Source: an optimization exercise on an open RTL-to-GDS flow (aim: small area, a short achievable clock period and few clock cycles). Production flows keep margins and buffers that such runs may drop. RTL that was checked went through simulation tests only; none was proved equivalent to the original. The RTL of run 1 was laid out without a check of its function.

**config.mk**
```make
export PLATFORM = sky130hd
export DESIGN_NAME = geofence
export DESIGN_NICKNAME = geofence
export VERILOG_FILES = /design/flow/design.v
export SDC_FILE = /design/flow/constraint.sdc
export NUM_CORES = 4
export LEC_CHECK = 0
export CAP_MARGIN = 20
export CORE_MARGIN = 2
export CORE_UTILIZATION = 40
export CTS_BUF_LIST = sky130_fd_sc_hd__clkbuf_4 sky130_fd_sc_hd__clkbuf_8
export CTS_CLUSTER_DIAMETER = 60
export CTS_CLUSTER_SIZE = 20
export PLACE_DENSITY = 0.6
export SETUP_SLACK_MARGIN = 5
export SLEW_MARGIN = 20
```
**standard.sh**
```bash
#!/bin/bash
# synth_recipe.tcl (not shown) runs the flow's synth.tcl, then flattens the netlist and writes it again
# the make line also repeats each setting of config.mk as NAME=value (left out here)
make -C /OpenROAD-flow-scripts/flow DESIGN_CONFIG=/design/flow/config.mk WORK_HOME=/design/flow/orfs CLKGATE_MAP_FILE= SYNTH_SCRIPT=/design/flow/synth_recipe.tcl "${@:-finish}"
```
**flow/invopt.py**
```python
#!/usr/bin/env python3
"""Polarity clean-up of a mapped sky130hd netlist (Yosys write_verilog output).

Yosys's extract_fa maps many full adders in inverted form (inverted inputs and outputs),
which leaves inverters between adders. A full adder is self-dual: FA(~a,~b,~c) gives
(~sum, ~cout). This script removes every inverter, then picks for each full adder whether
to use it inverted, and for some single-output gates whether to swap them for their
complement (and2 <-> nand2, ...), so that as few inverters as possible are needed; it
then adds one inverter per signal whose complement is still needed. The function of the
netlist and its registers are unchanged.

usage: invopt.py lib in.v out.v"""
import re, sys, random

lib_path, src, dst = sys.argv[1:4]
P = "sky130_fd_sc_hd__"

# cell areas and pin directions from the liberty file
areas, pins, cur, curpin = {}, {}, None, None
for line in open(lib_path):
    m = re.match(r'\s*cell \("(\w+)"\)', line)
    if m:
        cur = m.group(1); pins[cur] = {}; continue
    m = re.match(r'\s*area\s*:\s*([0-9.]+)', line)
    if m and cur and cur not in areas:
        areas[cur] = float(m.group(1))
    m = re.match(r'\s*pin \("(\w+)"\)', line)
    if m and cur:
        curpin = m.group(1); continue
    m = re.match(r'\s*direction\s*:\s*"?(\w+)"?', line)
    if m and cur and curpin:
        pins[cur][curpin] = m.group(1); curpin = None

PAIRS = [("and2", "nand2"), ("or2", "nor2"), ("xor2", "xnor2"), ("and3", "nand3"),
         ("or3", "nor3"), ("and4", "nand4"), ("or4", "nor4"), ("a21o", "a21oi"),
         ("o21a", "o21ai"), ("a22o", "a22oi"), ("o22a", "o22ai"), ("a211o", "a211oi"),
         ("o211a", "o211ai"), ("a31o", "a31oi"), ("o31a", "o31ai"), ("xor3", "xnor3"),
         ("buf", "inv"), ("clkbuf", "inv"), ("a221o", "a221oi"), ("o221a", "o221ai"),
         ("a41o", "a41oi"), ("o41a", "o41ai"), ("a32o", "a32oi"), ("o32a", "o32ai"),
         ("mux2", "mux2i")]
COMP = {}
for a, b, d in [(a, b, d) for a, b in PAIRS for d in ("_4", "_2", "_1")] + \
        [(b, a, d) for a, b in PAIRS for d in ("_4", "_2", "_1")]:
    x, y = P + a + d, P + b + "_1"
    if a == "inv":
        continue
    if x in pins and y in pins:
        ix = sorted(p for p, d in pins[x].items() if d == "input")
        iy = sorted(p for p, d in pins[y].items() if d == "input")
        ox = [p for p, d in pins[x].items() if d == "output"]
        oy = [p for p, d in pins[y].items() if d == "output"]
        if ix == iy and len(ox) == 1 and len(oy) == 1:
            COMP[x] = (y, ox[0], oy[0])
INV = re.compile(P + r"(inv|clkinv)_\d+$")
FA = P + "fa_1"
HA = P + "ha_1"

text = open(src).read()
mod = re.search(r"module\s+(\w+)\s*\((.*?)\);(.*)endmodule", text, re.S)
body = mod.group(3)
outputs = set()
for m in re.finditer(r"^\s*output\s+(\[[^\]]*\]\s*)?(\w+)\s*;", body, re.M):
    outputs.add(m.group(2))
inputs = set()
for m in re.finditer(r"^\s*input\s+(\[[^\]]*\]\s*)?(\w+)\s*;", body, re.M):
    inputs.add(m.group(2))

cell_re = re.compile(r"^\s*(" + P + r"\w+)\s+(\S+)\s*\((.*?)\);", re.M | re.S)
pin_re = re.compile(r"\.(\w+)\(\s*(.*?)\s*\)\s*(?:,|$)", re.S)
cells = []
for m in cell_re.finditer(body):
    t, name, conns = m.group(1), m.group(2), m.group(3)
    pc = [(p, n.strip()) for p, n in pin_re.findall(conns)]
    cells.append([t, name, pc])
if re.search(r"^\s*assign\s", body, re.M):
    sys.exit("netlist has assign statements")
other = cell_re.sub("", body)

def is_out(t, p):
    return pins[t].get(p) == "output"

# nets driven by inverters: net -> input net
inv_of = {}
for t, name, pc in cells:
    if INV.match(t):
        d = dict(pc); inv_of[d["Y"]] = d["A"]
def base(n):
    pol = 0
    while n in inv_of:
        n = inv_of[n]; pol ^= 1
    return n, pol

for o in outputs:
    if base(o)[1] or o in inv_of:
        sys.exit("output port driven by an inverter")

# variables: full adders (flip all pins) and complementable gates (flip the output)
var_of_cell = {}
driver_var = {}   # base net -> var index (its physical polarity)
nvar = 0
ctype = []
for i, (t, name, pc) in enumerate(cells):
    if INV.match(t):
        continue
    if t == FA or t in COMP or t == HA:
        var_of_cell[i] = nvar; ctype.append(t); nvar += 1
        if t != HA:
            for p, n in pc:
                if is_out(t, p):
                    driver_var[n] = var_of_cell[i]
val = [0] * nvar

# loads: (cell index, pin, base net, literal polarity, var of load or None)
loads = {}
for i, (t, name, pc) in enumerate(cells):
    if INV.match(t):
        continue
    for p, n in pc:
        if is_out(t, p):
            continue
        b, pol = base(n)
        v = var_of_cell[i] if t in (FA, HA) else None
        loads.setdefault(b, []).append((i, p, pol, v))
for o in outputs:
    loads.setdefault(o, []).append((None, o, 0, None))

sig_of_var = {}
for b in loads:
    if b in driver_var:
        sig_of_var.setdefault(driver_var[b], []).append(b)
for_var_loads = {}
for b, ls in loads.items():
    for (i, p, pol, v) in ls:
        if v is not None:
            for_var_loads.setdefault(v, set()).add(b)

inv_area = areas[P + "inv_1"]
def sig_cost(b):
    ph = val[driver_var[b]] if b in driver_var else 0
    need = False
    for (i, p, pol, v) in loads[b]:
        req = pol ^ (val[v] if v is not None else 0)
        if req != ph:
            need = True; break
    return inv_area if need else 0.0
def var_cost(v):
    t = ctype[v]
    if t == FA:
        return 0.0
    if t == HA:
        return (areas[P + "xor2_1"] + areas[P + "nor2_1"]) if val[v] else areas[t]
    return areas[COMP[t][0]] if val[v] else areas[t]
def touched(v):
    s = set(sig_of_var.get(v, [])) | for_var_loads.get(v, set())
    return s

total = sum(sig_cost(b) for b in loads) + sum(var_cost(v) for v in range(nvar))
start = total + inv_area * 0
orig = sum(areas[t] for t, n, pc in cells if INV.match(t) or t == FA or t in COMP)
order = list(range(nvar))
rng = random.Random(1)
def delta(v):
    ss = touched(v)
    before = sum(sig_cost(b) for b in ss) + var_cost(v)
    val[v] ^= 1
    after = sum(sig_cost(b) for b in ss) + var_cost(v)
    val[v] ^= 1
    return after - before
def descend():
    global total
    improved = True
    while improved:
        improved = False
        rng.shuffle(order)
        for v in order:
            d = delta(v)
            if d < -1e-9 or (d < 1e-9 and rng.random() < 0.3):
                val[v] ^= 1; total += d
                if d < -1e-9:
                    improved = True
descend()
best, best_val = total, list(val)
# simulated annealing over single flips, then a final descent from the best state
import math, os
steps = int(os.environ.get("SA_STEPS", "3000000"))
t0, t1 = 3.0, 0.05
for it in range(steps):
    T = t0 * (t1 / t0) ** (it / steps)
    v = rng.randrange(nvar)
    d = delta(v)
    if d < 1e-9 or rng.random() < math.exp(-d / T):
        val[v] ^= 1
        total += d
        if total < best - 1e-9:
            best, best_val = total, list(val)
val[:] = best_val
total = best
descend()
# rewrite
def W(n):
    return n + " " if n.startswith("\\") else n
new_cells = []
inv_net = {}
k = 0
for b in sorted(loads):
    ph = val[driver_var[b]] if b in driver_var else 0
    for (i, p, pol, v) in loads[b]:
        req = pol ^ (val[v] if v is not None else 0)
        if req != ph and b not in inv_net:
            k += 1
            inv_net[b] = f"invopt_{k}"
            new_cells.append(f"  {P}inv_1 invopt_c{k} (\n    .A({W(b)}),\n    .Y({inv_net[b]})\n  );")
conn = {}
for b, ls in loads.items():
    ph = val[driver_var[b]] if b in driver_var else 0
    for (i, p, pol, v) in ls:
        req = pol ^ (val[v] if v is not None else 0)
        net = b if req == ph else inv_net[b]
        if i is None:
            if net != p:
                sys.exit("output port polarity")
            continue
        conn[(i, p)] = net
conn = {k: W(n) for k, n in conn.items()}
out_cells = []
for i, (t, name, pc) in enumerate(cells):
    if INV.match(t):
        continue
    if t == HA and val[var_of_cell[i]]:
        d = dict(pc)
        a, b = conn[(i, "A")], conn[(i, "B")]
        if "SUM" in d:
            out_cells.append(f"  {P}xor2_1 {name}_s (\n    .A({a}),\n    .B({b}),\n    .X({W(d['SUM'])})\n  );")
        if "COUT" in d:
            out_cells.append(f"  {P}nor2_1 {name}_c (\n    .A({a}),\n    .B({b}),\n    .Y({W(d['COUT'])})\n  );")
        continue
    nt = t
    opin = {}
    if i in var_of_cell and t != FA and val[var_of_cell[i]]:
        nt, po, pn = COMP[t]
        opin[po] = pn
    items = []
    for p, n in pc:
        if is_out(t, p):
            items.append(f"    .{opin.get(p, p)}({W(n)})")
        else:
            items.append(f"    .{p}({conn[(i, p)]})")
    out_cells.append(f"  {nt} {name} (\n" + ",\n".join(items) + "\n  );")
decl = "\n".join(f"  wire {inv_net[b]};" for b in sorted(inv_net, key=lambda b: inv_net[b]))
newbody = other.rstrip() + "\n" + decl + "\n" + "\n".join(out_cells + new_cells) + "\n"
out = text[:mod.start(3)] + newbody + text[mod.end(3):]
open(dst, "w").write(out)
ninv0 = sum(1 for t, n, pc in cells if INV.match(t))
nflip = sum(1 for v in range(nvar) if val[v] and ctype[v] in (FA, HA))
ncomp = sum(1 for v in range(nvar) if val[v] and ctype[v] != FA)
sys.stderr.write(f"invopt: inverters {ninv0} -> {k}, adders flipped {nflip}, gates swapped {ncomp}, "
                 f"area of touched cells {orig:.1f} -> {total:.1f}\n")
```
**design.v**
```verilog
module geofence(clk, reset, X, Y, valid, is_inside);
input clk;
input reset;
input [9:0] X;
input [9:0] Y;
output reg valid;
output reg is_inside;
reg [4:0] t;
reg [9:0] px, py;            
reg [19:0] buf0, buf1, buf2;   
reg sx, sy;                  
reg [9:0] mx, my;            
reg lsx, lsy, rsx, rsy;
reg [9:0] lmx, lmy, rmx, rmy;
reg ins;
reg [3:0] hp;                
reg [3:0] qo;                
reg [16:0] hx, hy;           
reg glo, plo;
reg an_r, anz_r;             
reg s0;                      
reg s2;                      
reg tr;                      
reg cr;                      
wire [4:0] tn = t + 5'd1;
always @(posedge clk or posedge reset) begin
    if (reset) begin
        s0 <= 1'b0; s2 <= 1'b0; tr <= 1'b0; cr <= 1'b0;
    end else begin
        s0 <= !valid && (tn == 5'd2 || tn == 5'd3 || tn == 5'd5 || tn == 5'd8 || tn == 5'd11 || tn == 5'd14);
        s2 <= !valid && (tn == 5'd5 || tn == 5'd8 || tn == 5'd11 || tn == 5'd14 || tn == 5'd17);
        tr <= !valid && (tn == 5'd7 || tn == 5'd10 || tn == 5'd13 || tn == 5'd16);
        cr <= !valid && tr;
    end
end
wire [19:0] vin = (t == 5'd2 || t == 5'd8) ? buf0 : (t == 5'd3 || t == 5'd11) ? buf1 : buf2;
wire [10:0] dx = {1'b0, vin[19:10]} - {1'b0, px};
wire [10:0] dy = {1'b0, vin[9:0]} - {1'b0, py};
wire [9:0] ax = (dx[9:0] ^ {10{dx[10]}}) + {9'd0, dx[10]};
wire [9:0] ay = (dy[9:0] ^ {10{dy[10]}}) + {9'd0, dy[10]};
wire [3:0] side = {Y < py, Y > py, X < px, X > px};
wire early_out = |(hp & side);
wire [3:0] quad = {side[0] & side[3], side[1] & side[3], side[1] & side[2], side[0] & side[2]};
wire early_in = &(qo | quad);
wire zx = mx == 10'd0, zy = my == 10'd0;
wire zlx = lmx == 10'd0, zly = lmy == 10'd0;
wire zrx = rmx == 10'd0, zry = rmy == 10'd0;
wire [9:0] umx = tr ? rmx : lmx, umy = tr ? rmy : lmy;
wire [16:0] hx_d, hy_d;
wire glo_d, plo_d, c_le, c_lt;
xs1 u1(.a(umx), .b(my), .c(umy), .d(mx), .hx(hx_d), .hy(hy_d), .glo(glo_d), .plo(plo_d));
xs2 u2(.hx(hx), .hy(hy), .glo(glo), .plo(plo), .le(c_le), .lt(c_lt));
wire c_s1 = (cr ? rsx : lsx) ^ sy, c_s2 = (cr ? rsy : lsy) ^ sx;
wire c_nz = cr ? (!(zrx || zy) || !(zry || zx)) : (!(zlx || zy) || !(zly || zx));
wire cn  = (c_s1 == c_s2) ? (c_s1 ? !c_le : c_lt) : (c_s1 && c_nz);    
wire cnz = (c_s1 == c_s2) ? (c_s1 ? !c_lt : c_le) : (c_s1 || !c_nz);   
wire an  = cr ? an_r : cn;
wire anz = cr ? anz_r : cnz;
wire bn  = !cnz;             
wire bnz = !cn;
wire opp = (!zx && (sx ^ lsx)) || (!zy && (sy ^ lsy));
wire hit = (zx && zy) || (an && bnz) || (anz && bn) || (anz && !an && bnz && !bn && opp);
wire newl = an && !bnz;       
wire newr = !anz && bn;       
wire early = t == 5'd6 && (ins || early_in || early_out);
wire last = s2 && t != 5'd5 && (ins || hit || t == 5'd17);
always @(posedge clk or posedge reset) begin
    if (reset) t <= 5'd0;
    else if (valid) t <= 5'd0;
    else t <= t + 5'd1;
end
always @(posedge clk) begin
    hx <= hx_d; hy <= hy_d; glo <= glo_d; plo <= plo_d;
    an_r <= cn; anz_r <= cnz;
    if (s0) begin
        sx <= dx[10]; mx <= ax;
        sy <= dy[10]; my <= ay;
    end
end
always @(posedge clk) begin
    if (t == 5'd0) begin
        px <= X;
        py <= Y;
    end
    if (t == 5'd1 || t == 5'd4) buf0 <= {X, Y};
    if (t == 5'd2 || t == 5'd5) buf1 <= {X, Y};
    if (t == 5'd3 || t == 5'd6) buf2 <= {X, Y};
    hp <= (t == 5'd1) ? side : hp & side;
    qo <= (t == 5'd1) ? quad : qo | quad;
    if (t == 5'd3) begin
        lsx <= sx; lmx <= mx; lsy <= sy; lmy <= my;
        rsx <= sx; rmx <= mx; rsy <= sy; rmy <= my;
        ins <= zx && zy;
    end else if (s2) begin
        if (hit) ins <= 1'b1;
        if (newl) begin lsx <= sx; lmx <= mx; lsy <= sy; lmy <= my; end
        if (newr) begin rsx <= sx; rmx <= mx; rsy <= sy; rmy <= my; end
    end
end
always @(posedge clk or posedge reset) begin
    if (reset) begin
        valid <= 1'b0;
        is_inside <= 1'b0;
    end else begin
        valid <= !valid && (early || last);
        is_inside <= early ? (ins || early_in) : (ins || hit);
    end
end
endmodule
module xs1(input [9:0] a, input [9:0] b, input [9:0] c, input [9:0] d,
           output [16:0] hx, output [16:0] hy, output glo, output plo);
wire t1 = (a[0] & b[9]) ^ ~(c[0] & d[9]) ^ (a[1] & b[8]);
wire t2 = ((a[0] & b[9]) & ~(c[0] & d[9])) | ((a[0] & b[9]) & (a[1] & b[8])) | (~(c[0] & d[9]) & (a[1] & b[8]));
wire t3 = (a[1] & b[9]) ^ ~(c[1] & d[9]);
wire t4 = (a[1] & b[9]) & ~(c[1] & d[9]);
wire t5 = (a[0] & b[6]) ^ ~(c[0] & d[6]) ^ (a[1] & b[5]);
wire t6 = ((a[0] & b[6]) & ~(c[0] & d[6])) | ((a[0] & b[6]) & (a[1] & b[5])) | (~(c[0] & d[6]) & (a[1] & b[5]));
wire t7 = (a[0] & b[7]) ^ ~(c[0] & d[7]) ^ (a[1] & b[6]);
wire t8 = ((a[0] & b[7]) & ~(c[0] & d[7])) | ((a[0] & b[7]) & (a[1] & b[6])) | (~(c[0] & d[7]) & (a[1] & b[6]));
wire t9 = ~(c[1] & d[6]) ^ (a[2] & b[5]) ^ ~(c[2] & d[5]);
wire t10 = (~(c[1] & d[6]) & (a[2] & b[5])) | (~(c[1] & d[6]) & ~(c[2] & d[5])) | ((a[2] & b[5]) & ~(c[2] & d[5]));
wire t11 = (a[3] & b[4]) ^ ~(c[3] & d[4]);
wire t12 = (a[3] & b[4]) & ~(c[3] & d[4]);
wire t13 = (a[0] & b[8]) ^ ~(c[0] & d[8]) ^ (a[1] & b[7]);
wire t14 = ((a[0] & b[8]) & ~(c[0] & d[8])) | ((a[0] & b[8]) & (a[1] & b[7])) | (~(c[0] & d[8]) & (a[1] & b[7]));
wire t15 = ~(c[1] & d[7]) ^ (a[2] & b[6]) ^ ~(c[2] & d[6]);
wire t16 = (~(c[1] & d[7]) & (a[2] & b[6])) | (~(c[1] & d[7]) & ~(c[2] & d[6])) | ((a[2] & b[6]) & ~(c[2] & d[6]));
wire t17 = (a[3] & b[5]) ^ ~(c[3] & d[5]) ^ (a[4] & b[4]);
wire t18 = ((a[3] & b[5]) & ~(c[3] & d[5])) | ((a[3] & b[5]) & (a[4] & b[4])) | (~(c[3] & d[5]) & (a[4] & b[4]));
wire t19 = ~(c[4] & d[4]) ^ (a[5] & b[3]) ^ ~(c[5] & d[3]);
wire t20 = (~(c[4] & d[4]) & (a[5] & b[3])) | (~(c[4] & d[4]) & ~(c[5] & d[3])) | ((a[5] & b[3]) & ~(c[5] & d[3]));
wire t21 = (a[6] & b[2]) ^ ~(c[6] & d[2]);
wire t22 = (a[6] & b[2]) & ~(c[6] & d[2]);
wire t23 = ~(c[1] & d[8]) ^ (a[2] & b[7]) ^ ~(c[2] & d[7]);
wire t24 = (~(c[1] & d[8]) & (a[2] & b[7])) | (~(c[1] & d[8]) & ~(c[2] & d[7])) | ((a[2] & b[7]) & ~(c[2] & d[7]));
wire t25 = (a[3] & b[6]) ^ ~(c[3] & d[6]) ^ (a[4] & b[5]);
wire t26 = ((a[3] & b[6]) & ~(c[3] & d[6])) | ((a[3] & b[6]) & (a[4] & b[5])) | (~(c[3] & d[6]) & (a[4] & b[5]));
wire t27 = ~(c[4] & d[5]) ^ (a[5] & b[4]) ^ ~(c[5] & d[4]);
wire t28 = (~(c[4] & d[5]) & (a[5] & b[4])) | (~(c[4] & d[5]) & ~(c[5] & d[4])) | ((a[5] & b[4]) & ~(c[5] & d[4]));
wire t29 = (a[6] & b[3]) ^ ~(c[6] & d[3]) ^ (a[7] & b[2]);
wire t30 = ((a[6] & b[3]) & ~(c[6] & d[3])) | ((a[6] & b[3]) & (a[7] & b[2])) | (~(c[6] & d[3]) & (a[7] & b[2]));
wire t31 = ~(c[7] & d[2]) ^ (a[8] & b[1]) ^ ~(c[8] & d[1]);
wire t32 = (~(c[7] & d[2]) & (a[8] & b[1])) | (~(c[7] & d[2]) & ~(c[8] & d[1])) | ((a[8] & b[1]) & ~(c[8] & d[1]));
wire t33 = (a[9] & b[0]) ^ ~(c[9] & d[0]);
wire t34 = (a[9] & b[0]) & ~(c[9] & d[0]);
wire t35 = (a[2] & b[8]) ^ ~(c[2] & d[8]) ^ (a[3] & b[7]);
wire t36 = ((a[2] & b[8]) & ~(c[2] & d[8])) | ((a[2] & b[8]) & (a[3] & b[7])) | (~(c[2] & d[8]) & (a[3] & b[7]));
wire t37 = ~(c[3] & d[7]) ^ (a[4] & b[6]) ^ ~(c[4] & d[6]);
wire t38 = (~(c[3] & d[7]) & (a[4] & b[6])) | (~(c[3] & d[7]) & ~(c[4] & d[6])) | ((a[4] & b[6]) & ~(c[4] & d[6]));
wire t39 = (a[5] & b[5]) ^ ~(c[5] & d[5]) ^ (a[6] & b[4]);
wire t40 = ((a[5] & b[5]) & ~(c[5] & d[5])) | ((a[5] & b[5]) & (a[6] & b[4])) | (~(c[5] & d[5]) & (a[6] & b[4]));
wire t41 = ~(c[6] & d[4]) ^ (a[7] & b[3]) ^ ~(c[7] & d[3]);
wire t42 = (~(c[6] & d[4]) & (a[7] & b[3])) | (~(c[6] & d[4]) & ~(c[7] & d[3])) | ((a[7] & b[3]) & ~(c[7] & d[3]));
wire t43 = (a[8] & b[2]) ^ ~(c[8] & d[2]) ^ (a[9] & b[1]);
wire t44 = ((a[8] & b[2]) & ~(c[8] & d[2])) | ((a[8] & b[2]) & (a[9] & b[1])) | (~(c[8] & d[2]) & (a[9] & b[1]));
wire t45 = ~(c[9] & d[1]) ^ 1'b1 ^ t2;
wire t46 = (~(c[9] & d[1]) & 1'b1) | (~(c[9] & d[1]) & t2) | (1'b1 & t2);
wire t47 = (a[2] & b[9]) ^ ~(c[2] & d[9]) ^ (a[3] & b[8]);
wire t48 = ((a[2] & b[9]) & ~(c[2] & d[9])) | ((a[2] & b[9]) & (a[3] & b[8])) | (~(c[2] & d[9]) & (a[3] & b[8]));
wire t49 = ~(c[3] & d[8]) ^ (a[4] & b[7]) ^ ~(c[4] & d[7]);
wire t50 = (~(c[3] & d[8]) & (a[4] & b[7])) | (~(c[3] & d[8]) & ~(c[4] & d[7])) | ((a[4] & b[7]) & ~(c[4] & d[7]));
wire t51 = (a[5] & b[6]) ^ ~(c[5] & d[6]) ^ (a[6] & b[5]);
wire t52 = ((a[5] & b[6]) & ~(c[5] & d[6])) | ((a[5] & b[6]) & (a[6] & b[5])) | (~(c[5] & d[6]) & (a[6] & b[5]));
wire t53 = ~(c[6] & d[5]) ^ (a[7] & b[4]) ^ ~(c[7] & d[4]);
wire t54 = (~(c[6] & d[5]) & (a[7] & b[4])) | (~(c[6] & d[5]) & ~(c[7] & d[4])) | ((a[7] & b[4]) & ~(c[7] & d[4]));
wire t55 = (a[8] & b[3]) ^ ~(c[8] & d[3]) ^ (a[9] & b[2]);
wire t56 = ((a[8] & b[3]) & ~(c[8] & d[3])) | ((a[8] & b[3]) & (a[9] & b[2])) | (~(c[8] & d[3]) & (a[9] & b[2]));
wire t57 = (a[3] & b[9]) ^ ~(c[3] & d[9]) ^ (a[4] & b[8]);
wire t58 = ((a[3] & b[9]) & ~(c[3] & d[9])) | ((a[3] & b[9]) & (a[4] & b[8])) | (~(c[3] & d[9]) & (a[4] & b[8]));
wire t59 = ~(c[4] & d[8]) ^ (a[5] & b[7]) ^ ~(c[5] & d[7]);
wire t60 = (~(c[4] & d[8]) & (a[5] & b[7])) | (~(c[4] & d[8]) & ~(c[5] & d[7])) | ((a[5] & b[7]) & ~(c[5] & d[7]));
wire t61 = (a[6] & b[6]) ^ ~(c[6] & d[6]) ^ (a[7] & b[5]);
wire t62 = ((a[6] & b[6]) & ~(c[6] & d[6])) | ((a[6] & b[6]) & (a[7] & b[5])) | (~(c[6] & d[6]) & (a[7] & b[5]));
wire t63 = (a[4] & b[9]) ^ ~(c[4] & d[9]) ^ (a[5] & b[8]);
wire t64 = ((a[4] & b[9]) & ~(c[4] & d[9])) | ((a[4] & b[9]) & (a[5] & b[8])) | (~(c[4] & d[9]) & (a[5] & b[8]));
wire t65 = (a[0] & b[4]) ^ ~(c[0] & d[4]) ^ (a[1] & b[3]);
wire t66 = ((a[0] & b[4]) & ~(c[0] & d[4])) | ((a[0] & b[4]) & (a[1] & b[3])) | (~(c[0] & d[4]) & (a[1] & b[3]));
wire t67 = (a[0] & b[5]) ^ ~(c[0] & d[5]) ^ (a[1] & b[4]);
wire t68 = ((a[0] & b[5]) & ~(c[0] & d[5])) | ((a[0] & b[5]) & (a[1] & b[4])) | (~(c[0] & d[5]) & (a[1] & b[4]));
wire t69 = ~(c[1] & d[4]) ^ (a[2] & b[3]) ^ ~(c[2] & d[3]);
wire t70 = (~(c[1] & d[4]) & (a[2] & b[3])) | (~(c[1] & d[4]) & ~(c[2] & d[3])) | ((a[2] & b[3]) & ~(c[2] & d[3]));
wire t71 = (a[3] & b[2]) ^ ~(c[3] & d[2]);
wire t72 = (a[3] & b[2]) & ~(c[3] & d[2]);
wire t73 = ~(c[1] & d[5]) ^ (a[2] & b[4]) ^ ~(c[2] & d[4]);
wire t74 = (~(c[1] & d[5]) & (a[2] & b[4])) | (~(c[1] & d[5]) & ~(c[2] & d[4])) | ((a[2] & b[4]) & ~(c[2] & d[4]));
wire t75 = (a[3] & b[3]) ^ ~(c[3] & d[3]) ^ (a[4] & b[2]);
wire t76 = ((a[3] & b[3]) & ~(c[3] & d[3])) | ((a[3] & b[3]) & (a[4] & b[2])) | (~(c[3] & d[3]) & (a[4] & b[2]));
wire t77 = ~(c[4] & d[2]) ^ (a[5] & b[1]) ^ ~(c[5] & d[1]);
wire t78 = (~(c[4] & d[2]) & (a[5] & b[1])) | (~(c[4] & d[2]) & ~(c[5] & d[1])) | ((a[5] & b[1]) & ~(c[5] & d[1]));
wire t79 = (a[6] & b[0]) ^ ~(c[6] & d[0]);
wire t80 = (a[6] & b[0]) & ~(c[6] & d[0]);
wire t81 = (a[4] & b[3]) ^ ~(c[4] & d[3]) ^ (a[5] & b[2]);
wire t82 = ((a[4] & b[3]) & ~(c[4] & d[3])) | ((a[4] & b[3]) & (a[5] & b[2])) | (~(c[4] & d[3]) & (a[5] & b[2]));
wire t83 = ~(c[5] & d[2]) ^ (a[6] & b[1]) ^ ~(c[6] & d[1]);
wire t84 = (~(c[5] & d[2]) & (a[6] & b[1])) | (~(c[5] & d[2]) & ~(c[6] & d[1])) | ((a[6] & b[1]) & ~(c[6] & d[1]));
wire t85 = (a[7] & b[0]) ^ ~(c[7] & d[0]) ^ 1'b1;
wire t86 = ((a[7] & b[0]) & ~(c[7] & d[0])) | ((a[7] & b[0]) & 1'b1) | (~(c[7] & d[0]) & 1'b1);
wire t87 = t6 ^ t7 ^ t9;
wire t88 = (t6 & t7) | (t6 & t9) | (t7 & t9);
wire t89 = (a[7] & b[1]) ^ ~(c[7] & d[1]) ^ (a[8] & b[0]);
wire t90 = ((a[7] & b[1]) & ~(c[7] & d[1])) | ((a[7] & b[1]) & (a[8] & b[0])) | (~(c[7] & d[1]) & (a[8] & b[0]));
wire t91 = ~(c[8] & d[0]) ^ 1'b1 ^ t8;
wire t92 = (~(c[8] & d[0]) & 1'b1) | (~(c[8] & d[0]) & t8) | (1'b1 & t8);
wire t93 = t10 ^ t12 ^ t13;
wire t94 = (t10 & t12) | (t10 & t13) | (t12 & t13);
wire t95 = t15 ^ t17 ^ t19;
wire t96 = (t15 & t17) | (t15 & t19) | (t17 & t19);
wire t97 = 1'b1 ^ t1 ^ t14;
wire t98 = (1'b1 & t1) | (1'b1 & t14) | (t1 & t14);
wire t99 = t16 ^ t18 ^ t20;
wire t100 = (t16 & t18) | (t16 & t20) | (t18 & t20);
wire t101 = t22 ^ t23 ^ t25;
wire t102 = (t22 & t23) | (t22 & t25) | (t23 & t25);
wire t103 = t27 ^ t29 ^ t31;
wire t104 = (t27 & t29) | (t27 & t31) | (t29 & t31);
wire t105 = t3 ^ t24 ^ t26;
wire t106 = (t3 & t24) | (t3 & t26) | (t24 & t26);
wire t107 = t28 ^ t30 ^ t32;
wire t108 = (t28 & t30) | (t28 & t32) | (t30 & t32);
wire t109 = t34 ^ t35 ^ t37;
wire t110 = (t34 & t35) | (t34 & t37) | (t35 & t37);
wire t111 = t39 ^ t41 ^ t43;
wire t112 = (t39 & t41) | (t39 & t43) | (t41 & t43);
wire t113 = ~(c[9] & d[2]) ^ t4 ^ t36;
wire t114 = (~(c[9] & d[2]) & t4) | (~(c[9] & d[2]) & t36) | (t4 & t36);
wire t115 = t38 ^ t40 ^ t42;
wire t116 = (t38 & t40) | (t38 & t42) | (t40 & t42);
wire t117 = t44 ^ t46 ^ t47;
wire t118 = (t44 & t46) | (t44 & t47) | (t46 & t47);
wire t119 = t49 ^ t51 ^ t53;
wire t120 = (t49 & t51) | (t49 & t53) | (t51 & t53);
wire t121 = ~(c[7] & d[5]) ^ (a[8] & b[4]) ^ ~(c[8] & d[4]);
wire t122 = (~(c[7] & d[5]) & (a[8] & b[4])) | (~(c[7] & d[5]) & ~(c[8] & d[4])) | ((a[8] & b[4]) & ~(c[8] & d[4]));
wire t123 = (a[9] & b[3]) ^ ~(c[9] & d[3]) ^ t48;
wire t124 = ((a[9] & b[3]) & ~(c[9] & d[3])) | ((a[9] & b[3]) & t48) | (~(c[9] & d[3]) & t48);
wire t125 = t50 ^ t52 ^ t54;
wire t126 = (t50 & t52) | (t50 & t54) | (t52 & t54);
wire t127 = t56 ^ t57 ^ t59;
wire t128 = (t56 & t57) | (t56 & t59) | (t57 & t59);
wire t129 = ~(c[5] & d[8]) ^ (a[6] & b[7]) ^ ~(c[6] & d[7]);
wire t130 = (~(c[5] & d[8]) & (a[6] & b[7])) | (~(c[5] & d[8]) & ~(c[6] & d[7])) | ((a[6] & b[7]) & ~(c[6] & d[7]));
wire t131 = (a[7] & b[6]) ^ ~(c[7] & d[6]) ^ (a[8] & b[5]);
wire t132 = ((a[7] & b[6]) & ~(c[7] & d[6])) | ((a[7] & b[6]) & (a[8] & b[5])) | (~(c[7] & d[6]) & (a[8] & b[5]));
wire t133 = ~(c[8] & d[5]) ^ (a[9] & b[4]) ^ ~(c[9] & d[4]);
wire t134 = (~(c[8] & d[5]) & (a[9] & b[4])) | (~(c[8] & d[5]) & ~(c[9] & d[4])) | ((a[9] & b[4]) & ~(c[9] & d[4]));
wire t135 = t58 ^ t60 ^ t62;
wire t136 = (t58 & t60) | (t58 & t62) | (t60 & t62);
wire t137 = (a[5] & b[9]) ^ ~(c[5] & d[9]) ^ (a[6] & b[8]);
wire t138 = ((a[5] & b[9]) & ~(c[5] & d[9])) | ((a[5] & b[9]) & (a[6] & b[8])) | (~(c[5] & d[9]) & (a[6] & b[8]));
wire t139 = ~(c[6] & d[8]) ^ (a[7] & b[7]) ^ ~(c[7] & d[7]);
wire t140 = (~(c[6] & d[8]) & (a[7] & b[7])) | (~(c[6] & d[8]) & ~(c[7] & d[7])) | ((a[7] & b[7]) & ~(c[7] & d[7]));
wire t141 = (a[8] & b[6]) ^ ~(c[8] & d[6]) ^ (a[9] & b[5]);
wire t142 = ((a[8] & b[6]) & ~(c[8] & d[6])) | ((a[8] & b[6]) & (a[9] & b[5])) | (~(c[8] & d[6]) & (a[9] & b[5]));
wire t143 = (a[6] & b[9]) ^ ~(c[6] & d[9]) ^ (a[7] & b[8]);
wire t144 = ((a[6] & b[9]) & ~(c[6] & d[9])) | ((a[6] & b[9]) & (a[7] & b[8])) | (~(c[6] & d[9]) & (a[7] & b[8]));
wire t145 = (a[0] & b[2]) ^ ~(c[0] & d[2]);
wire t146 = (a[0] & b[2]) & ~(c[0] & d[2]);
wire t147 = (a[0] & b[3]) ^ ~(c[0] & d[3]) ^ (a[1] & b[2]);
wire t148 = ((a[0] & b[3]) & ~(c[0] & d[3])) | ((a[0] & b[3]) & (a[1] & b[2])) | (~(c[0] & d[3]) & (a[1] & b[2]));
wire t149 = ~(c[1] & d[2]) ^ (a[2] & b[1]) ^ ~(c[2] & d[1]);
wire t150 = (~(c[1] & d[2]) & (a[2] & b[1])) | (~(c[1] & d[2]) & ~(c[2] & d[1])) | ((a[2] & b[1]) & ~(c[2] & d[1]));
wire t151 = ~(c[1] & d[3]) ^ (a[2] & b[2]) ^ ~(c[2] & d[2]);
wire t152 = (~(c[1] & d[3]) & (a[2] & b[2])) | (~(c[1] & d[3]) & ~(c[2] & d[2])) | ((a[2] & b[2]) & ~(c[2] & d[2]));
wire t153 = (a[3] & b[1]) ^ ~(c[3] & d[1]) ^ (a[4] & b[0]);
wire t154 = ((a[3] & b[1]) & ~(c[3] & d[1])) | ((a[3] & b[1]) & (a[4] & b[0])) | (~(c[3] & d[1]) & (a[4] & b[0]));
wire t155 = ~(c[4] & d[0]) ^ 1'b1;
wire t156 = ~(c[4] & d[0]) & 1'b1;
wire t157 = (a[4] & b[1]) ^ ~(c[4] & d[1]) ^ (a[5] & b[0]);
wire t158 = ((a[4] & b[1]) & ~(c[4] & d[1])) | ((a[4] & b[1]) & (a[5] & b[0])) | (~(c[4] & d[1]) & (a[5] & b[0]));
wire t159 = ~(c[5] & d[0]) ^ 1'b1 ^ t66;
wire t160 = (~(c[5] & d[0]) & 1'b1) | (~(c[5] & d[0]) & t66) | (1'b1 & t66);
wire t161 = t67 ^ t69 ^ t71;
wire t162 = (t67 & t69) | (t67 & t71) | (t69 & t71);
wire t163 = 1'b1 ^ t5 ^ t68;
wire t164 = (1'b1 & t5) | (1'b1 & t68) | (t5 & t68);
wire t165 = t70 ^ t72 ^ t73;
wire t166 = (t70 & t72) | (t70 & t73) | (t72 & t73);
wire t167 = t75 ^ t77 ^ t79;
wire t168 = (t75 & t77) | (t75 & t79) | (t77 & t79);
wire t169 = t11 ^ t74 ^ t76;
wire t170 = (t11 & t74) | (t11 & t76) | (t74 & t76);
wire t171 = t78 ^ t80 ^ t81;
wire t172 = (t78 & t80) | (t78 & t81) | (t80 & t81);
wire t173 = t83 ^ t85 ^ t87;
wire t174 = (t83 & t85) | (t83 & t87) | (t85 & t87);
wire t175 = t21 ^ t82 ^ t84;
wire t176 = (t21 & t82) | (t21 & t84) | (t82 & t84);
wire t177 = t86 ^ t88 ^ t89;
wire t178 = (t86 & t88) | (t86 & t89) | (t88 & t89);
wire t179 = t91 ^ t93 ^ t95;
wire t180 = (t91 & t93) | (t91 & t95) | (t93 & t95);
wire t181 = t33 ^ t90 ^ t92;
wire t182 = (t33 & t90) | (t33 & t92) | (t90 & t92);
wire t183 = t94 ^ t96 ^ t97;
wire t184 = (t94 & t96) | (t94 & t97) | (t96 & t97);
wire t185 = t99 ^ t101 ^ t103;
wire t186 = (t99 & t101) | (t99 & t103) | (t101 & t103);
wire t187 = t45 ^ t98 ^ t100;
wire t188 = (t45 & t98) | (t45 & t100) | (t98 & t100);
wire t189 = t102 ^ t104 ^ t105;
wire t190 = (t102 & t104) | (t102 & t105) | (t104 & t105);
wire t191 = t107 ^ t109 ^ t111;
wire t192 = (t107 & t109) | (t107 & t111) | (t109 & t111);
wire t193 = t55 ^ t106 ^ t108;
wire t194 = (t55 & t106) | (t55 & t108) | (t106 & t108);
wire t195 = t110 ^ t112 ^ t113;
wire t196 = (t110 & t112) | (t110 & t113) | (t112 & t113);
wire t197 = t115 ^ t117 ^ t119;
wire t198 = (t115 & t117) | (t115 & t119) | (t117 & t119);
wire t199 = t61 ^ t114 ^ t116;
wire t200 = (t61 & t114) | (t61 & t116) | (t114 & t116);
wire t201 = t118 ^ t120 ^ t121;
wire t202 = (t118 & t120) | (t118 & t121) | (t120 & t121);
wire t203 = t123 ^ t125 ^ t127;
wire t204 = (t123 & t125) | (t123 & t127) | (t125 & t127);
wire t205 = t63 ^ t122 ^ t124;
wire t206 = (t63 & t122) | (t63 & t124) | (t122 & t124);
wire t207 = t126 ^ t128 ^ t129;
wire t208 = (t126 & t128) | (t126 & t129) | (t128 & t129);
wire t209 = t131 ^ t133 ^ t135;
wire t210 = (t131 & t133) | (t131 & t135) | (t133 & t135);
wire t211 = ~(c[9] & d[5]) ^ t64 ^ t130;
wire t212 = (~(c[9] & d[5]) & t64) | (~(c[9] & d[5]) & t130) | (t64 & t130);
wire t213 = t132 ^ t134 ^ t136;
wire t214 = (t132 & t134) | (t132 & t136) | (t134 & t136);
wire t215 = t137 ^ t139 ^ t141;
wire t216 = (t137 & t139) | (t137 & t141) | (t139 & t141);
wire t217 = ~(c[7] & d[8]) ^ (a[8] & b[7]) ^ ~(c[8] & d[7]);
wire t218 = (~(c[7] & d[8]) & (a[8] & b[7])) | (~(c[7] & d[8]) & ~(c[8] & d[7])) | ((a[8] & b[7]) & ~(c[8] & d[7]));
wire t219 = (a[9] & b[6]) ^ ~(c[9] & d[6]) ^ t138;
wire t220 = ((a[9] & b[6]) & ~(c[9] & d[6])) | ((a[9] & b[6]) & t138) | (~(c[9] & d[6]) & t138);
wire t221 = t140 ^ t142 ^ t143;
wire t222 = (t140 & t142) | (t140 & t143) | (t142 & t143);
wire t223 = (a[7] & b[9]) ^ ~(c[7] & d[9]) ^ (a[8] & b[8]);
wire t224 = ((a[7] & b[9]) & ~(c[7] & d[9])) | ((a[7] & b[9]) & (a[8] & b[8])) | (~(c[7] & d[9]) & (a[8] & b[8]));
wire t225 = ~(c[8] & d[8]) ^ (a[9] & b[7]) ^ ~(c[9] & d[7]);
wire t226 = (~(c[8] & d[8]) & (a[9] & b[7])) | (~(c[8] & d[8]) & ~(c[9] & d[7])) | ((a[9] & b[7]) & ~(c[9] & d[7]));
wire t227 = (a[0] & b[1]) ^ ~(c[0] & d[1]);
wire t228 = (a[0] & b[1]) & ~(c[0] & d[1]);
wire t229 = (a[1] & b[1]) ^ ~(c[1] & d[1]) ^ (a[2] & b[0]);
wire t230 = ((a[1] & b[1]) & ~(c[1] & d[1])) | ((a[1] & b[1]) & (a[2] & b[0])) | (~(c[1] & d[1]) & (a[2] & b[0]));
wire t231 = ~(c[2] & d[0]) ^ 1'b1;
wire t232 = ~(c[2] & d[0]) & 1'b1;
wire t233 = (a[3] & b[0]) ^ ~(c[3] & d[0]) ^ 1'b1;
wire t234 = ((a[3] & b[0]) & ~(c[3] & d[0])) | ((a[3] & b[0]) & 1'b1) | (~(c[3] & d[0]) & 1'b1);
wire t235 = t146 ^ t147 ^ t149;
wire t236 = (t146 & t147) | (t146 & t149) | (t147 & t149);
wire t237 = t65 ^ t148 ^ t150;
wire t238 = (t65 & t148) | (t65 & t150) | (t148 & t150);
wire t239 = t151 ^ t153 ^ t155;
wire t240 = (t151 & t153) | (t151 & t155) | (t153 & t155);
wire t241 = t152 ^ t154 ^ t156;
wire t242 = (t152 & t154) | (t152 & t156) | (t154 & t156);
wire t243 = t157 ^ t159 ^ t161;
wire t244 = (t157 & t159) | (t157 & t161) | (t159 & t161);
wire t245 = t158 ^ t160 ^ t162;
wire t246 = (t158 & t160) | (t158 & t162) | (t160 & t162);
wire t247 = t163 ^ t165 ^ t167;
wire t248 = (t163 & t165) | (t163 & t167) | (t165 & t167);
wire t249 = t164 ^ t166 ^ t168;
wire t250 = (t164 & t166) | (t164 & t168) | (t166 & t168);
wire t251 = t169 ^ t171 ^ t173;
wire t252 = (t169 & t171) | (t169 & t173) | (t171 & t173);
wire t253 = t170 ^ t172 ^ t174;
wire t254 = (t170 & t172) | (t170 & t174) | (t172 & t174);
wire t255 = t175 ^ t177 ^ t179;
wire t256 = (t175 & t177) | (t175 & t179) | (t177 & t179);
wire t257 = t176 ^ t178 ^ t180;
wire t258 = (t176 & t178) | (t176 & t180) | (t178 & t180);
wire t259 = t181 ^ t183 ^ t185;
wire t260 = (t181 & t183) | (t181 & t185) | (t183 & t185);
wire t261 = t182 ^ t184 ^ t186;
wire t262 = (t182 & t184) | (t182 & t186) | (t184 & t186);
wire t263 = t187 ^ t189 ^ t191;
wire t264 = (t187 & t189) | (t187 & t191) | (t189 & t191);
wire t265 = t188 ^ t190 ^ t192;
wire t266 = (t188 & t190) | (t188 & t192) | (t190 & t192);
wire t267 = t193 ^ t195 ^ t197;
wire t268 = (t193 & t195) | (t193 & t197) | (t195 & t197);
wire t269 = t194 ^ t196 ^ t198;
wire t270 = (t194 & t196) | (t194 & t198) | (t196 & t198);
wire t271 = t199 ^ t201 ^ t203;
wire t272 = (t199 & t201) | (t199 & t203) | (t201 & t203);
wire t273 = t200 ^ t202 ^ t204;
wire t274 = (t200 & t202) | (t200 & t204) | (t202 & t204);
wire t275 = t205 ^ t207 ^ t209;
wire t276 = (t205 & t207) | (t205 & t209) | (t207 & t209);
wire t277 = t206 ^ t208 ^ t210;
wire t278 = (t206 & t208) | (t206 & t210) | (t208 & t210);
wire t279 = t211 ^ t213 ^ t215;
wire t280 = (t211 & t213) | (t211 & t215) | (t213 & t215);
wire t281 = t212 ^ t214 ^ t216;
wire t282 = (t212 & t214) | (t212 & t216) | (t214 & t216);
wire t283 = t217 ^ t219 ^ t221;
wire t284 = (t217 & t219) | (t217 & t221) | (t219 & t221);
wire t285 = t144 ^ t218 ^ t220;
wire t286 = (t144 & t218) | (t144 & t220) | (t218 & t220);
wire t287 = t222 ^ t223 ^ t225;
wire t288 = (t222 & t223) | (t222 & t225) | (t223 & t225);
wire t289 = (a[8] & b[9]) ^ ~(c[8] & d[9]) ^ (a[9] & b[8]);
wire t290 = ((a[8] & b[9]) & ~(c[8] & d[9])) | ((a[8] & b[9]) & (a[9] & b[8])) | (~(c[8] & d[9]) & (a[9] & b[8]));
wire t291 = ~(c[9] & d[8]) ^ t224 ^ t226;
wire t292 = (~(c[9] & d[8]) & t224) | (~(c[9] & d[8]) & t226) | (t224 & t226);
wire t293 = (a[1] & b[0]) ^ ~(c[1] & d[0]);
wire t294 = (a[1] & b[0]) & ~(c[1] & d[0]);
wire t295 = t145 ^ t228 ^ t229;
wire t296 = (t145 & t228) | (t145 & t229) | (t228 & t229);
wire t297 = t230 ^ t232 ^ t233;
wire t298 = (t230 & t232) | (t230 & t233) | (t232 & t233);
wire t299 = t234 ^ t236 ^ t237;
wire t300 = (t234 & t236) | (t234 & t237) | (t236 & t237);
wire t301 = t238 ^ t240 ^ t241;
wire t302 = (t238 & t240) | (t238 & t241) | (t240 & t241);
wire t303 = t242 ^ t244 ^ t245;
wire t304 = (t242 & t244) | (t242 & t245) | (t244 & t245);
wire t305 = t246 ^ t248 ^ t249;
wire t306 = (t246 & t248) | (t246 & t249) | (t248 & t249);
wire t307 = t250 ^ t252 ^ t253;
wire t308 = (t250 & t252) | (t250 & t253) | (t252 & t253);
wire t309 = t254 ^ t256 ^ t257;
wire t310 = (t254 & t256) | (t254 & t257) | (t256 & t257);
wire t311 = t258 ^ t260 ^ t261;
wire t312 = (t258 & t260) | (t258 & t261) | (t260 & t261);
wire t313 = t262 ^ t264 ^ t265;
wire t314 = (t262 & t264) | (t262 & t265) | (t264 & t265);
wire t315 = t266 ^ t268 ^ t269;
wire t316 = (t266 & t268) | (t266 & t269) | (t268 & t269);
wire t317 = t270 ^ t272 ^ t273;
wire t318 = (t270 & t272) | (t270 & t273) | (t272 & t273);
wire t319 = t274 ^ t276 ^ t277;
wire t320 = (t274 & t276) | (t274 & t277) | (t276 & t277);
wire t321 = t278 ^ t280 ^ t281;
wire t322 = (t278 & t280) | (t278 & t281) | (t280 & t281);
wire t323 = t282 ^ t284 ^ t285;
wire t324 = (t282 & t284) | (t282 & t285) | (t284 & t285);
wire t325 = t286 ^ t288 ^ t289;
wire t326 = (t286 & t288) | (t286 & t289) | (t288 & t289);
wire t327 = (a[9] & b[9]) ^ ~(c[9] & d[9]) ^ t290;
wire t328 = ((a[9] & b[9]) & ~(c[9] & d[9])) | ((a[9] & b[9]) & t290) | (~(c[9] & d[9]) & t290);
wire t329 = 1'b1 ^ t227;
wire t330 = 1'b1 & t227;
wire t331 = t231 ^ t294 ^ t295;
wire t332 = (t231 & t294) | (t231 & t295) | (t294 & t295);
wire t333 = t235 ^ t296 ^ t297;
wire t334 = (t235 & t296) | (t235 & t297) | (t296 & t297);
wire t335 = t239 ^ t298 ^ t299;
wire t336 = (t239 & t298) | (t239 & t299) | (t298 & t299);
wire t337 = t243 ^ t300 ^ t301;
wire t338 = (t243 & t300) | (t243 & t301) | (t300 & t301);
wire t339 = t247 ^ t302 ^ t303;
wire t340 = (t247 & t302) | (t247 & t303) | (t302 & t303);
wire t341 = t251 ^ t304 ^ t305;
wire t342 = (t251 & t304) | (t251 & t305) | (t304 & t305);
wire t343 = t255 ^ t306 ^ t307;
wire t344 = (t255 & t306) | (t255 & t307) | (t306 & t307);
wire t345 = t259 ^ t308 ^ t309;
wire t346 = (t259 & t308) | (t259 & t309) | (t308 & t309);
wire t347 = t263 ^ t310 ^ t311;
wire t348 = (t263 & t310) | (t263 & t311) | (t310 & t311);
wire t349 = t267 ^ t312 ^ t313;
wire t350 = (t267 & t312) | (t267 & t313) | (t312 & t313);
wire t351 = t271 ^ t314 ^ t315;
wire t352 = (t271 & t314) | (t271 & t315) | (t314 & t315);
wire t353 = t275 ^ t316 ^ t317;
wire t354 = (t275 & t316) | (t275 & t317) | (t316 & t317);
wire t355 = t279 ^ t318 ^ t319;
wire t356 = (t279 & t318) | (t279 & t319) | (t318 & t319);
wire t357 = t283 ^ t320 ^ t321;
wire t358 = (t283 & t320) | (t283 & t321) | (t320 & t321);
wire t359 = t287 ^ t322 ^ t323;
wire t360 = (t287 & t322) | (t287 & t323) | (t322 & t323);
wire t361 = t291 ^ t324 ^ t325;
wire t362 = (t291 & t324) | (t291 & t325) | (t324 & t325);
wire t363 = t292 ^ t326 ^ t327;
wire t364 = (t292 & t326) | (t292 & t327) | (t326 & t327);
wire [20:0] x = {1'b1, t328, t362, t360, t358, t356, t354, t352, t350, t348, t346, t344, t342, t340, t338, t336, t334, t332, t330, t293, (a[0] & b[0])};
wire [20:0] y = {1'b0, t364, t363, t361, t359, t357, t355, t353, t351, t349, t347, t345, t343, t341, t339, t337, t335, t333, t331, t329, ~(c[0] & d[0])};
assign hx = x[20:4];
assign hy = y[20:4];
wire [3:0] g = x[3:0] & y[3:0];
wire [3:0] p = x[3:0] | y[3:0];
wire lG1 = g[1] | (p[1] & g[0]);
wire lP1 = p[1] & p[0];
wire lG2 = g[3] | (p[3] & g[2]);
wire lP2 = p[3] & p[2];
wire lG3 = lG2 | (lP2 & lG1);
wire lP3 = lP2 & lP1;
assign glo = lG3;
assign plo = lP3;
endmodule
module xs2(input [16:0] hx, input [16:0] hy, input glo, input plo, output le, output lt);
wire [15:0] g = hx[15:0] & hy[15:0];
wire [15:0] p = hx[15:0] | hy[15:0];
wire hG1 = g[1] | (p[1] & g[0]);
wire hP1 = p[1] & p[0];
wire hG2 = g[3] | (p[3] & g[2]);
wire hP2 = p[3] & p[2];
wire hG3 = hG2 | (hP2 & hG1);
wire hP3 = hP2 & hP1;
wire hG4 = g[5] | (p[5] & g[4]);
wire hP4 = p[5] & p[4];
wire hG5 = g[7] | (p[7] & g[6]);
wire hP5 = p[7] & p[6];
wire hG6 = hG5 | (hP5 & hG4);
wire hP6 = hP5 & hP4;
wire hG7 = hG6 | (hP6 & hG3);
wire hP7 = hP6 & hP3;
wire hG8 = g[9] | (p[9] & g[8]);
wire hP8 = p[9] & p[8];
wire hG9 = g[11] | (p[11] & g[10]);
wire hP9 = p[11] & p[10];
wire hG10 = hG9 | (hP9 & hG8);
wire hP10 = hP9 & hP8;
wire hG11 = g[13] | (p[13] & g[12]);
wire hP11 = p[13] & p[12];
wire hG12 = g[15] | (p[15] & g[14]);
wire hP12 = p[15] & p[14];
wire hG13 = hG12 | (hP12 & hG11);
wire hP13 = hP12 & hP11;
wire hG14 = hG13 | (hP13 & hG10);
wire hP14 = hP13 & hP10;
wire hG15 = hG14 | (hP14 & hG7);
wire hP15 = hP14 & hP7;
wire top = hx[16] ^ hy[16];
wire gall = hG15 | (hP15 & glo);
wire pall = hP15 & plo;
assign le = top ^ gall;
assign lt = top ^ (gall | pall);
endmodule
```
**constraint.sdc**
```tcl
create_clock -name core_clock -period 12.0 [get_ports {clk}]
set_input_delay 2.4000 -clock core_clock [delete_from_list [all_inputs] [get_ports {clk}]]
set_output_delay 2.4000 -clock core_clock [all_outputs]
set_load 0.01 [all_outputs]
```
**flow/run.sh**
```bash
#!/bin/bash
# The standard layout, with one extra step between synthesis and floorplan:
# invopt.py removes the inverters that Yosys's full-adder extraction leaves between
# adders (see invopt.py). Each tool's output goes to a log of its own.
set -euo pipefail
R=orfs/results/$FLOW_PLATFORM/geofence/base
LIB=$FLOW_HOME/platforms/$FLOW_PLATFORM/lib/sky130_fd_sc_hd__tt_025C_1v80.lib
bash standard.sh synth > synth.log 2>&1
cp $R/1_2_yosys.v 1_2_yosys.synth.v
python3 flow/invopt.py $LIB 1_2_yosys.synth.v 1_2_yosys.invopt.v > invopt.log 2>&1
cp 1_2_yosys.invopt.v $R/1_2_yosys.v
bash standard.sh SETUP_SLACK_MARGIN=7.5 "BUFFER_PORTS_ARGS=-buffer_cell sky130_fd_sc_hd__buf_2" "CTS_ARGS=-sink_clustering_enable -repair_clock_nets -buf_list {sky130_fd_sc_hd__clkbuf_4 sky130_fd_sc_hd__clkbuf_8} -sink_clustering_size 20 -sink_clustering_max_diameter 60 -dont_use_dummy_load" finish > layout.log 2>&1
```
==> metrics.csv, run 1 <==
metric;value;unit
outcome;complete, no violations;
drt-vias-per-instance;5.29;
skew;0.0705;ns
synthCells;1177;
grt_max_degree;41;
fin_nets;1437;
slew_viol_final;0;
diodes;0;
worst_setup_path_end_kind;flip-flop;
die_area;36100;µm²
ioPinCount;24;
ctsHoldBuffers;0;
cpPeakStageDelay;0.47;ns
min_period;4.38;ns
crit_top_cell;a21oi_1;
synthesis.area;13800;µm²
crit_required;12.27;ns
maxCapViolCount;0;
setup_viol;0;
gp_congestion;0.813;
path_buf_inv;2;
clkSlewWorstSetupHoldPaths;0.09;ns
max_freq;228;MHz
fp.dieH;190;µm
hp-class;reg2reg;
crit_family;compound AO/OA/AOI/OAI gates;
track_usage;17.9;%
wl;31.7;mm
rows;68;
fin_crit_sh;36.5;%
clock_sinks;202;
h-tree-depth;1;
fillerInstances;3173;
syn_area_per_cell;11.8;µm²
syn_to_final_growth;8.90;%
cts_buffers;21;
maxSlewHeadroom;31.1;%
post-dp-hpwl;22.6;mm
cts_buffer_depth;3;
clock-root-buffer;clkbuf_8;
post_drt_wl_per_cell;19.1;µm
critPathSlowestCell;dfrtp_2;
multi_input_area;8060;µm²
crit_path_cell_trace;inv_1, ha_2, mux2i_2, nor3_4, clkbuf_16, a21oi_1, ha_1, fa_1, nor2b_1, o21ai_1, a21oi_1, o21ai_2, a21oi_2, a21o_1, a21oi_4, xnor2_1, ha_1, nand2_1, nor4_2, a21oi_1, a21oi_1, xor2_1;
register_area;5580;µm²
rrSetupSlack;7.62;ns
hold_viol;0;
start_util;40.4;%
drive_above_1_share;9.97;%
drt_first_pass_iters;5;
grt_pass1_wl;50.4;mm
drc;0;
mappedNetlistNets;1408;
die_w;190;µm
insertion_delay;0.57;ns
critPathArrivalTime;4.65;ns
final_cells;1659;
worstPathMaxFanout;20;
grt_overflow;0;
core;34300;µm²
finalSetupTns;0;ns
grt_pass1_vias;9240;
antenna_left;0;
antenna_found_initial;0;
vias;8768;
rsz0062_at_grt;true;
ys.warnings.count;1;
crit_type;reg2reg;
drt-initial-drc-count;543;
cts_tree;built;
critPathLaunchType;flip-flop;
io_buffers;23;
worst_pin_slew;1.03;ns
dp_cells;1623;
worst reg2reg max path, delay by kind of cell (launching register included):
| kind | cells | cell delay [ns] |
|---|---|---|
| AOI/OAI and AO/OA | 9 | 1.22 |
| adders and majority gates | 4 | 1.06 |
| and+or+nand+nor | 4 | 0.66 |
| DFF | 1 | 0.47 |
| buffers and inverters | 2 | 0.32 |
| xor gates and xnor gates | 2 | 0.24 |
| muxes | 1 | 0.10 |
sequential cells by signal (all words and copies together) (netlist names), 4 cells and up:
name	cells
hy	16
lmx	10
rmy	10
hp	4
qo	4
mx	10
t	5
hx	16
rmx	10
py	10
my	10
buf1	20
px	10
lmy	10
buf0	20
buf2	20
layer usage:
metal	track usage, %	share of wire, %
met1	23.6	44
met2	31.3	50
met3	2.31	3.8
met4	4.53	2.5
met5	0	0
through the flow:
step | util, % | hold slack [ns] | setup slack [ns] | cell area [µm²]
after floorplan | - | 0.441 | 7.53 | 13800
after global placement | 42.1 | 0.450 | 6.81 | 14400
after detailed placement | 42.2 | 0.461 | 6.58 | 14500
after CTS | 43.3 | 0.481 | 7.41 | 14800
after global routing | 44.0 | 0.498 | 7.33 | 15100
final | 44.0 | 0.477 | 7.62 | 15100
final timing paths:
kind,startpoint,end,cells after the start
setup reg to reg,t[0],mx[8],22
hold reg to reg,hp[2],hp[2],1
max in group asynchronous,reset,tr,2
min in group asynchronous,reset,s0,2
setup / recovery,t[0],mx[8],22
hold / removal,hp[2],hp[2],1
cell usage in the layout (no fill, tap or decap), types with 4 or more instances in the layout:
master,n
a31oi_1,5
mux2_4,6
nor3_1,13
fa_1,161
nor4_1,12
a21oi_1,32
a22o_1,8
clkbuf_8,21
ha_1,42
nor2b_1,16
xnor2_1,24
buf_2,23
mux2i_1,33
fa_2,4
edfxtp_1,147
dfrtp_1,8
nor2_1,64
nand3_1,21
buf_4,13
a21oi_2,5
mux2_2,14
a21o_1,13
or3_1,4
nand4_1,4
o22ai_1,6
o21ai_0,35
dfxtp_1,44
xor2_1,32
a22oi_1,4
inv_1,64
o21a_1,12
and2_1,102
nand2_1,135
cell type report:
type	instances	area share (%)
clock buffer	21	1.92
multi-input combinational	874	53.5
tap	455	3.78
sequential	202	37.0
timing repair buffer	42	2.16
inverter	65	1.64
repair_timing:
action | in CTS | in global routing
resized for setup | 16 | 30
cloned | 0 | 2
endpoints found under the setup margin | 31 | 22
hold endpoints to repair | 0 | 0
pin swaps | 1 | 4
buffers inserted | 4 | 9
==> inputs of run 2 (changes only) <==
--- a/design.v
+++ b/design.v
@@ -23,8 +23,9 @@
 reg tr;                      
 reg cr;                      
+reg sel0, sel1;              
 wire [4:0] tn = t + 5'd1;
 always @(posedge clk or posedge reset) begin
     if (reset) begin
-        s0 <= 1'b0; s2 <= 1'b0; tr <= 1'b0; cr <= 1'b0;
+        s0 <= 1'b0; s2 <= 1'b0; tr <= 1'b0; cr <= 1'b0; sel0 <= 1'b0; sel1 <= 1'b0;
     end else begin
         s0 <= !valid && (tn == 5'd2 || tn == 5'd3 || tn == 5'd5 || tn == 5'd8 || tn == 5'd11 || tn == 5'd14);
@@ -32,7 +33,9 @@
         tr <= !valid && (tn == 5'd7 || tn == 5'd10 || tn == 5'd13 || tn == 5'd16);
         cr <= !valid && tr;
+        sel0 <= tn == 5'd2 || tn == 5'd8;
+        sel1 <= tn == 5'd3 || tn == 5'd11;
     end
 end
-wire [19:0] vin = (t == 5'd2 || t == 5'd8) ? buf0 : (t == 5'd3 || t == 5'd11) ? buf1 : buf2;
+wire [19:0] vin = sel0 ? buf0 : sel1 ? buf1 : buf2;
 wire [10:0] dx = {1'b0, vin[19:10]} - {1'b0, px};
 wire [10:0] dy = {1'b0, vin[9:0]} - {1'b0, py};
--- a/config.mk
+++ b/config.mk
@@ -15,2 +15,3 @@
 export SETUP_SLACK_MARGIN = 5
 export SLEW_MARGIN = 20
+export TNS_END_PERCENT = 10
==> run 2 against run 1 <==
Synthesized area rose by 0.99%. Highest routed layer unchanged. Still clean on timing, DRC and antenna. Register-to-register slack got worse by 0.06 ns. First-iteration DRC count rose by 3.9%.
==> metrics.csv, run 2 <==
metric;value;unit
hold_viol;0;
h-tree-depth;1;
fin_crit_sh;37.0;%
track_usage;17.4;%
rows;68;
synthCells;1175;
maxSlewHeadroom;42.5;%
post-dp-hpwl;22.3;mm
worst_setup_path_end_kind;flip-flop;
syn_to_final_growth;6.91;%
dp_cells;1626;
insertion_delay;0.60;ns
drt-initial-drc-count;564;
synthesis.area;14000;µm²
rrSetupSlack;7.56;ns
final_cells;1649;
cpPeakStageDelay;0.58;ns
syn_area_per_cell;11.9;µm²
io_buffers;23;
drc;0;
wl;30.8;mm
vias;8666;
crit_path_cell_trace;clkbuf_8, mux2_2, nand2_1, fa_1, fa_1, fa_1, fa_1, fa_1, fa_1;
finalSetupTns;0;ns
crit_top_cell;fa_1;
whs;0.452;ns
cts_buffers;22;
antenna_found_initial;0;
worst_pin_slew;0.863;ns
worstPathMaxFanout;12;
grt_pass1_vias;9144;
critPathArrivalTime;4.79;ns
post_drt_wl_per_cell;18.7;µm
core;34500;µm²
ys.warnings.count;1;
ioPinCount;24;
max_freq;225;MHz
hp-class;reg2reg;
cts_buffer_depth;3;
crit_required;12.35;ns
mappedNetlistNets;1411;
drt_first_pass_iters;5;
drt-vias-per-instance;5.26;
top_regs;buf0 (20), buf1 (20), buf2 (20);
grt_overflow;0;
cts_tree;built;
clock_sinks;204;
rsz0062_at_grt;true;
maxCapViolCount;0;
min_period;4.44;ns
clock-root-buffer;clkbuf_8;
slew_viol_final;0;
die_area;36500;µm²
crit_family;adder cells;
drive_above_1_share;8.04;%
start_util;40.6;%
crit_type;reg2reg;
fin_nets;1432;
diodes;0;
antenna_left;0;
path_buf_inv;1;
setup_viol;0;
mostFrequentLayoutCell;fa_1;
fp.dieH;191;µm
grt_pass1_wl;49.4;mm
gp_congestion;0.782;
die_w;191;µm
layout_common_cells;fa_1, edfxtp_1, nand2_1, and2_1, nor2_1;
skew;0.136;ns
grt_max_degree;41;
clkSlewWorstSetupHoldPaths;0.07;ns
critPathLaunchType;flip-flop;
outcome;complete, no violations;
critPathSlowestCell;dfrtp_4;
[run 2: through the flow]
step / setup slack (ns) / instance area, µm² / utilization, %
floorplan: 7.56 / 14000 / -
global placement: 7.19 / 14600 / 42.4
detailed placement: 7.15 / 14600 / 42.4
CTS: 7.50 / 14900 / 43.3
global route: 7.45 / 14900 / 43.4
finish: 7.56 / 14900 / 43.4
[run 2: worst paths after layout]
| kind | start | end | cells after the start |
|---|---|---|---|
| max in group asynchronous | reset | tr | 2 |
| worst min-delay path | qo[2] | qo[2] | 1 |
| worst max register to register | tr | hy[7] | 9 |
| worst max-delay path | tr | hy[7] | 9 |
| min in group asynchronous | reset | t[2] | 2 |
| worst min register to register | qo[2] | qo[2] | 1 |
[run 2: final cells by class]
| type | instances | area [µm²] |
|---|---|---|
| Multi-Input combinational cell | 879 | 8040 |
| Inverter | 57 | 214 |
| Sequential cell | 204 | 5620 |
| Clock buffer | 22 | 303 |
| Tap cell | 455 | 569 |
| Timing Repair Buffer | 32 | 193 |
| Fill cell | 3199 | 19500 |
[run 2: what timing repair did]
action	in CTS	in global routing
gates resized for setup	2	6
setup endpoints to repair	19	13
buffers inserted	0	1
hold buffers	0	0
pin swaps	0	0
[run 2: metal layers]
metal  wire, µm  GRT usage [%]
met3       1150           2.17
met2      15200           29.7
met5          0              0
met1      13600           23.3
met4        753           5.19
Testbench counts of run 2, summed over its fixed seeds: cycles 79,733.

==> separate check: timing with driven ports <==
The results above use ideal ports. As a check the final layouts listed here were re-extracted and re-timed, cells and wires unchanged. Step 1, drivers: a clkbuf_16 drives clk and a buf_2 each remaining input, both assumed. Step 2 also shifts input and output timing later by t, the mid clock arrival at the registers, as if the neighbouring blocks saw the same clock. a / b / c = ideal ports / drivers / drivers and shift; a / b = the first two.
run | t, ns | setup slack, ns | clock arrival spread, ns
run 1 | 0.586 | 7.621 / 7.621 / 7.224 | 0.081 / 0.081
run 2 | 0.585 | 7.557 / 7.557 / 7.188 | 0.142 / 0.142
After both steps every run listed still meets setup and hold. The setup slack of run 1, which loses most, moves by 0.000 ns with the drivers and by -0.397 ns with both steps.
